Background: an optimization exercise with open tools, aiming at small area. Do not read the settings as production practice.
The RTL was checked by simulation tests, not by an equivalence proof against the original design.
Power figures rest on the tool's default switching activity, not on a simulated workload.

==> flow/design.v (outline; a module is shown in full before it is edited, if it fits) <==
// module bfsk_mod: 2450 lines
module bfsk_mod ( clk, rst, msg, dout, delay_cnt, ph1, ph2);
  // ...
==> flow/flow/run.sh <==
#!/bin/bash
# Own flow: the standard layout (standard.sh) with three changes:
#  - synthesis maps the logic with an area-oriented ABC script
#    (flow/synth.tcl, flow/abc_area.script); the registers are the same;
#  - port buffers are buf_1 cells instead of the delay cell buffer_ports picks;
#  - CTS does not add dummy loads.
set -euo pipefail
W=$PWD
export OWN_FLOW_DIR=$W/flow
export BUFFER_PORTS_ARGS="-buffer_cell sky130_fd_sc_hd__buf_1"
export CTS_ARGS="-sink_clustering_enable -repair_clock_nets -dont_use_dummy_load"
sed "s|SYNTH_SCRIPT=[^ ]*|SYNTH_SCRIPT=$W/flow/synth.tcl|" standard.sh > $W/standard_own.sh
bash $W/standard_own.sh > $W/flow_make.log 2>&1
==> flow/flow/abc_area.script <==
strash
dc2
dch
amap
topo
==> flow/flow/synth.tcl <==
# Same synthesis as synth_recipe.tcl, but every abc call uses flow/abc_area.script.
proc abc {args} {
  set i [lsearch -exact $args -script]
  if { $i >= 0 } {
    lset args [expr { $i + 1 }] $::env(OWN_FLOW_DIR)/abc_area.script
  }
  puts "own abc: $args"
  yosys abc {*}$args
}
source $::env(OWN_FLOW_DIR)/../synth_recipe.tcl
==> flow/standard.sh <==
#!/bin/bash
# synth_recipe.tcl (not shown) runs the flow's synth.tcl, then flattens the netlist and writes it again
# the make line also repeats each setting of config.mk as NAME=value (left out here)
make -C /OpenROAD-flow-scripts/flow DESIGN_CONFIG=/design/flow/config.mk WORK_HOME=/design/flow/orfs CLKGATE_MAP_FILE= SYNTH_SCRIPT=/design/flow/synth_recipe.tcl "${@:-finish}"
==> flow/config.mk <==
export PLATFORM = sky130hd
export DESIGN_NAME = bfsk_mod
export DESIGN_NICKNAME = bfsk_mod
export VERILOG_FILES = /design/flow/design.v
export SDC_FILE = /design/flow/constraint.sdc
export NUM_CORES = 4
export LEC_CHECK = 0
export CAP_MARGIN = 20
export CORE_MARGIN = 2
export CORE_UTILIZATION = 60
export SLEW_MARGIN = 20
export SYNTH_MEMORY_MAX_BITS = 131072
==> flow/constraint.sdc <==
create_clock -name core_clock -period 8.0 [get_ports {clk}]
set_input_delay 1.6000 -clock core_clock [delete_from_list [all_inputs] [get_ports {clk}]]
set_output_delay 1.6000 -clock core_clock [all_outputs]
set_load 0.01 [all_outputs]
==> impl.org, run 1 <==
** Cells and area
- In the final layout, flip-flops and latches take up 36.61% of the cell area.
- Final Non-Filler Cells :: between 1,500 and 2,000
- Compared with the post-synthesis result, the final layout area differs by 15.85%.
- The biggest slice of the area belongs to multi-input gates.
- In the finished layout, the clock tree contains a buffer count of 17.
- Most used cells in the layout excluding fill and tap cells :: nor2_1 (226), dfxtp_1 (191), clkinv_1 (184)

** Min path
- Worst hold stages :: 2
- Class of the tightest hold or removal check :: register to register

** Power and ir drop
- Max IR drop VDD :: about 0.15 mV
- Of the total power, registers draw between 40% and 50%.

** Synth
- Synthesis inferred around 190 register bits.
- For this run, the number of Yosys warnings is 1.
- Area share of the largest cell type after synthesis :: 42.41%
- Measured against the total synthesized area, the mux share comes to 0%.
- Synth Area in Adders :: 2.387%
- Ranking of synthesized cells by instance count :: nor2_1 (227), dfxtp_1 (191), clkinv_1 (187), a222oi_1 (95), o21ai_0 (57)
- Xor-xnor portion of the synthesized cell area :: 0%
- Portion of the post-synthesis area used by sequential elements :: between 40% and 50%
- Synth Cell Area :: 9015 sq um

** Clocking
- Setup fix buffers added after clock tree synthesis :: 0
- CTS sink count :: around 190
- Maximum clock insertion buffer count :: 2
- CTS built an H-tree with a depth of 4.
- CTS tree :: yes

** Routing
- Via count :: between 9,000 and 10,000
- After detailed routing, the number of remaining DRC violations is 0.
- Wire length per cell :: about 17 microns
- The routed design uses around 2600 microns of met3 wire.
- The detailed router put a total of between 10,000 and 15,000 microns of wire on met1.

** Floorplanning
- Ports placed on the boundary :: 186
- # Taps :: 184
- Once the floorplan was initialized, standard cells occupied 61.79% of the core.

** Placement
- Once placement completed, the tool counted placed cells totaling 1,503.
- Final RePlAce weighted congestion :: ~1.0
- HPWL reported at the end of detailed placement :: 17,400 microns

** Critical path
- Max stage delay on crit path :: 0.64 ns
- The critical path is of the register to register type.
- Launch instance of the worst register-to-register path :: shift_reg[95]

** GRT
- The total overflow left after global routing is 0.

** Timing
- Final hold violation count :: 0
- Worst setup slack after layout :: between 0.9 and 1 ns
- Number of setup violations in the final report :: 0

** Run
- MaxCap Viol Count :: 0

** Run status
- The flow ran to the end and the layout has no timing, DRC or antenna violations.
==> run 2, diff against run 1 <==
==> flow/flow/run.sh (replaced) <==
#!/bin/bash
# Own flow: the standard layout, with synthesis mapping the logic through
# an area-oriented ABC script (flow/abc_area.script) in place of ORFS's.
set -euo pipefail
W=$PWD
export OWN_FLOW_DIR=$W/flow
sed "s|SYNTH_SCRIPT=[^ ]*|SYNTH_SCRIPT=$W/flow/synth.tcl|" standard.sh > $W/standard_own.sh
bash $W/standard_own.sh > $W/flow_make.log 2>&1
--- a/flow/config.mk
+++ b/flow/config.mk
@@ -8,5 +8,5 @@
 export CAP_MARGIN = 20
 export CORE_MARGIN = 2
-export CORE_UTILIZATION = 60
+export CORE_UTILIZATION = 40
 export SLEW_MARGIN = 20
 export SYNTH_MEMORY_MAX_BITS = 131072
==> run 2 against run 1 <==
Compared with the run above: combinational power grew 11%; non-clock buffer count did not move; flip-flop and latch count stayed put; setup slack improved by 0.099 ns; total power is 8.6% higher; still clean; synthesized cell count stayed put; first-iteration DRC count down 6.4%; die area rose by 48%; wire length increased by 10%; critical path depth fell by 3; sequential power about the same.
==> impl.org, run 2 <==
** GRT
- Via count of the first global-routing pass :: around 8,300
- The number of antenna violations at the first check in global routing was 1.
- The total global routing overflow was 0 (unchanged).
- Global routing used roughly 23% of the available tracks across all layers.
- The first global-routing pass estimated roughly 44,000 microns of wire.
- Entering global routing, the biggest net connects between 90 and 100 pins.

** Routing
- The DRC violations left is 0 (unchanged).
- Using the TritonRoute via totals, the vias-per-cell ratio works out to around 5.7.
- Number of design-rule violations left by the first detailed-router iteration :: between 1,000 and 1,500
- The pre-antenna-repair detailed-routing pass consisted of 7 iterations.
- The wire length per cell came to 17.20 microns (+2.5%).
- The final layout contains routed wiring with a total length of around 28,000 microns.
- The total number of vias is 9,288 (-2.3%).
- Once detail routing completed, the nets flagged for antenna violations numbered 0.

** Floorplanning
- In this run the horizontal extent of the chip is 154.1 microns.
- The number of placed I/O pins came to 186 (unchanged).
- Number of core rows :: 54
- Full die area :: between 20,000 and 25,000 sq um
- Starting density of the core :: 41.05% (-21 points)
- The total area inside the core boundary comes to around 22,000 sq um.
- The die is roughly 150 microns tall.

** Clocking
- Gates resized during post-CTS repair numbered 0.
- In this run, post-CTS hold repair placed 0 buffers.
- Clock tree synthesis inserted a total of 17 buffers.
- TritonCTS built the clock tree.
- Setup fix buffers added after clock tree synthesis :: 0 (unchanged)
- The number of H-tree levels was 4 (unchanged).
- After clock tree synthesis, the clock-pin slew on the worst setup and hold paths is 0.07 ns.
- Maximum clock insertion buffer count :: 2 (unchanged)
- CTS sink count :: 191 (unchanged)
- Clock insertion delay at the later pin of the skew report :: 0.43 ns
- CTS Root Buffer Type :: clkbuf_16

** Synth
- The cell count after synthesis came out at 1,126.
- Ranking of synthesized cells by instance count :: nor2_1 (227), dfxtp_1 (191), clkinv_1 (187), a222oi_1 (95), o21ai_0 (57)
- Main area contributors after synthesis :: dfxtp_1 (42%), a222oi_1 (11%), nor2_1 (9.5%)
- After synthesis, the share of flip-flops with an asynchronous set or reset is 0%.
- Synth Cell Area :: 9015 sq um (unchanged)
- Counting distinct cell types in the post-synthesis netlist gives 44.
- dfxtp_1 takes more of the synthesized area than any other cell.
- Yosys synthesis warning count :: 1 (unchanged)
- Averaged over all synthesized cells, the footprint is approximately 8.0 sq um.
- The share of Yosys cell area claimed by the top area cell type is 42.41% (unchanged).
- Post-synthesis register bit count :: 191 (unchanged)
- Most common cell in the netlist :: nor2_1
- The synthesized design contains 0 enable-type register cells.
- Primary FF master, synth :: dfxtp_1
- Portion of the post-synthesis area used by sequential elements :: 42.41% (unchanged)

** Timing
- After layout, the minimum clock period comes to between 6 and 7 ns.
- RSZ-0062 raised after global routing :: false
- The worst pin sits at a relative slew slack of approximately 28%.
- Of the available clock period, the critical path in the final layout requires between 80 and 90%.
- Highest clock frequency the design can meet :: between 100 and 150 MHz
- Worst Tran Pin Value :: 1.052 ns
- Final Slew Violations :: 0
- Number of setup violations in the final report :: 0 (unchanged)
- The final number of hold-violating endpoints was 0 (unchanged).
- After routing, the total negative slack on setup checks comes to 0 ns.
- The clock arrives with about 0.018 ns of skew.

** Critical path
- Together, buffers and inverters on the worst path number 6.
- Required arrival time at the worst endpoint :: about 8.3 ns
- In this run the critical register-to-register path is launched from shift_reg[95].
- Data arrives at the worst endpoint at about 7.3 ns.
- Counting stages on the worst path, the most repeated cell is nor2_1.
- Setup Crit Path Kind :: register to register
- Worst-case register-to-register setup slack :: roughly 1.1 ns
- Crit path max-delay cell type :: dfxtp_1
- The delay of the slowest cell on the worst path is 0.65 ns (about the same).
- The kind of cell with the highest combined delay along the critical path is buffers and inverters.
- STA classifies the critical path startpoint as a register.
- Crit Path Max Fanout :: 31
- Critical path depth :: 27
- Endpoint of the lowest-slack register-to-register path :: DAC_r[6]
- The worst setup path is captured at a register.
- The number of cells on the worst reg-to-reg path is 27.

** Power and ir drop
- The worst-case vdd ir drop is 0.1136 mV (-25%).
- Clock network fraction of design power :: a little under two fifths
- Static power due to leakage :: ~4.1 nW
- Switching part of the total :: 28.76%
- Total power consumption of the routed design :: between 2 and 2.5 mW
- Combinational cell fraction of total power :: between 15 and 20%
- Internal power of the cells :: roughly 1.6 mW
- In this run the power spent charging and discharging nets is roughly 0.63 mW.
- Dividing total power by cell area gives a power density of between 150 and 200 nW/um^2.
- The register share of total power was 45.8% (-4.0 points).

** Cells and area
- Cells fill 53.87% of the core in the end.
- Filler Cells Inserted :: 2,097
- The register with the most flip-flops in the layout has 96 of them.
- Most common library cell in the layout ignoring fill and taps :: nor2_1
- Final Net Count :: 1,452
- Of the cells placed in the final design, the portion with a size suffix greater than 1 is under 10%.
- Area added between synthesis and finish :: 31.23%
- Most used cells in the layout excluding fill and tap cells :: nor2_1 (226), dfxtp_1 (191), clkinv_1 (184)

** Min path
- The hold path depth was 2 (unchanged).
- Source of the worst hold timing path :: lf[10]
- The worst hold path belongs to the class register to register.
- The path with the worst hold slack has its endpoint at lf[11].

** Placement
- Final RePlAce weighted congestion :: 0.9772 (-3.8%)
- The count of buffers added on input and output ports is between 150 and 200.
- HPWL reported at the end of detailed placement :: 19,810 microns (+14%)

** Run
- MaxCap Viol Count :: 0 (unchanged)

** Run status
- The run finished with no timing, DRC or antenna violations.
[run 2: cell counts after synthesis]
Identical to the previous run, type by type.
[run 2: how the worst max path moves through the flow]
| stage | slack, ns | start | endpoint |
|---|---|---|---|
| after floorplan | 0.40 | shift_reg[95] | DAC_r[6] |
| after global placement | 1.26 | shift_reg[95] | DAC_r[6] |
| after detailed placement | 1.16 | shift_reg[95] | DAC_r[6] |
| after CTS | 1.14 | shift_reg[95] | DAC_r[6] |
| after global routing | 0.38 | shift_reg[95] | DAC_r[6] |
| final | 1.06 | shift_reg[95] | DAC_r[6] |
[run 2: cell families (layout without fill, tap and decap cells)]
logic type / Yosys count / in the layout / synth area share (%)
flops: 191 / 191 / 42.42
other cells: 1 / 9 / 0.04160
simple gates: 382 / 382 / 18.27
compound gates: 341 / 341 / 28.44
fa+ha+maj: 16 / 16 / 2.387
buf+inv: 195 / 413 / 8.452
[run 2: power by group through the flow]
stage	registers, mW	logic [mW]	clock network [mW]
floorplan	1.03	0.215	0
global route	1.01	0.402	0.885
global placement	1.02	0.367	0
detailed placement	1.03	0.357	0
finish	1.00	0.366	0.819
CTS	1.00	0.359	0.845
[run 2: final cells by class]
cell class                 count  area (sq um)  share of cell area, %
antenna                        1         2.502                0.02115
clock buffer                  19         432.9                  3.659
clock inverter                13         141.4                  1.195
inverter                     187         703.2                  5.944
multi-input combinational    747          4477                  37.84
sequential                   191          3824                  32.32
tap                          280         350.3                  2.961
timing repair buffer         194          1899                  16.05
[run 2: layer usage]
metal | global-route usage [%] | share of wire (%) | wire length [microns] | up-vias
met5 | 0 | 0 | 0 | -
met4 | 8.589 | 2.9 | 808 | 0
met3 | 5.045 | 6.8 | 1906 | 53
met2 | 36.58 | 46 | 12840 | 346
met1 | 30.26 | 45 | 12510 | 4290
li1 | - | - | - | 4599
[run 2: per-stage QoR]
step	setup WS (ns)	hold WS [ns]	std cells	cell area (sq um)
6_report	1.059	0.4236	1632	11830
3_5_place_dp	1.161	0.4162	1599	11250
3_3_place_gp	1.260	0.4137	1599	11250
4_1_cts	1.136	0.4255	1631	11820
2_1_floorplan	0.4019	0.4030	1133	9049
5_1_grt	0.3828	0.4570	1632	11830
[run 2: worst reg2reg max path, stage by stage, from the launching register on]
cell and delay [ns]:
dfxtp_1 0.65, buf_4 0.42, o22ai_1 0.16, ha_1 0.35
nor2_1 0.06, a21oi_1 0.63, clkinv_1 0.40, o22ai_2 0.25
buf_4 0.29, clkinv_1 0.41, nor2_1 0.37, clkinv_1 0.23
nor2_1 0.14, nor3_1 0.05, a2111oi_0 0.38, nor2_1 0.08
nor3_1 0.20, a31oi_1 0.06, o32ai_1 0.13, nand2b_1 0.16
fa_1 0.21, clkinv_1 0.09, fa_1 0.40, nor3_1 0.26
nand2_1 0.10, nor2_1 0.13, nor2_1 0.06, a211oi_1 0.21

separate check: timing with driven ports:
The flow's constraints put no driver on any port. The routed layouts listed below were extracted and timed again, unchanged, in two steps.
Step 1 (the two cells are an assumption about what drives the block):
set clk [get_ports {clk}]
set_driving_cell -lib_cell sky130_fd_sc_hd__clkbuf_16 $clk
set_driving_cell -lib_cell sky130_fd_sc_hd__buf_2 [delete_from_list [all_inputs] $clk]
Step 2 moves the port delays by t, midway between the first and last clock arrival at a register: inputs arrive t later, outputs are due t later. That takes back most of the time a late clock gives input paths.
a / b / c = ideal ports / drivers / drivers and shift; a / b = the first two.
run | t, ns | setup slack, ns | hold WS [ns] | worst setup path after step 2 | worst register clock-pin slew, ns
run 1 | 0.459 | 0.959 / 0.959 / 0.959 | 0.416 / 0.416 / 0.416 | register to register | 0.07 / 0.07
run 2 | 0.469 | 1.059 / 1.059 / 1.059 | 0.424 / 0.424 / 0.424 | register to register | 0.08 / 0.08
After both steps setup and hold are still met in every run listed.
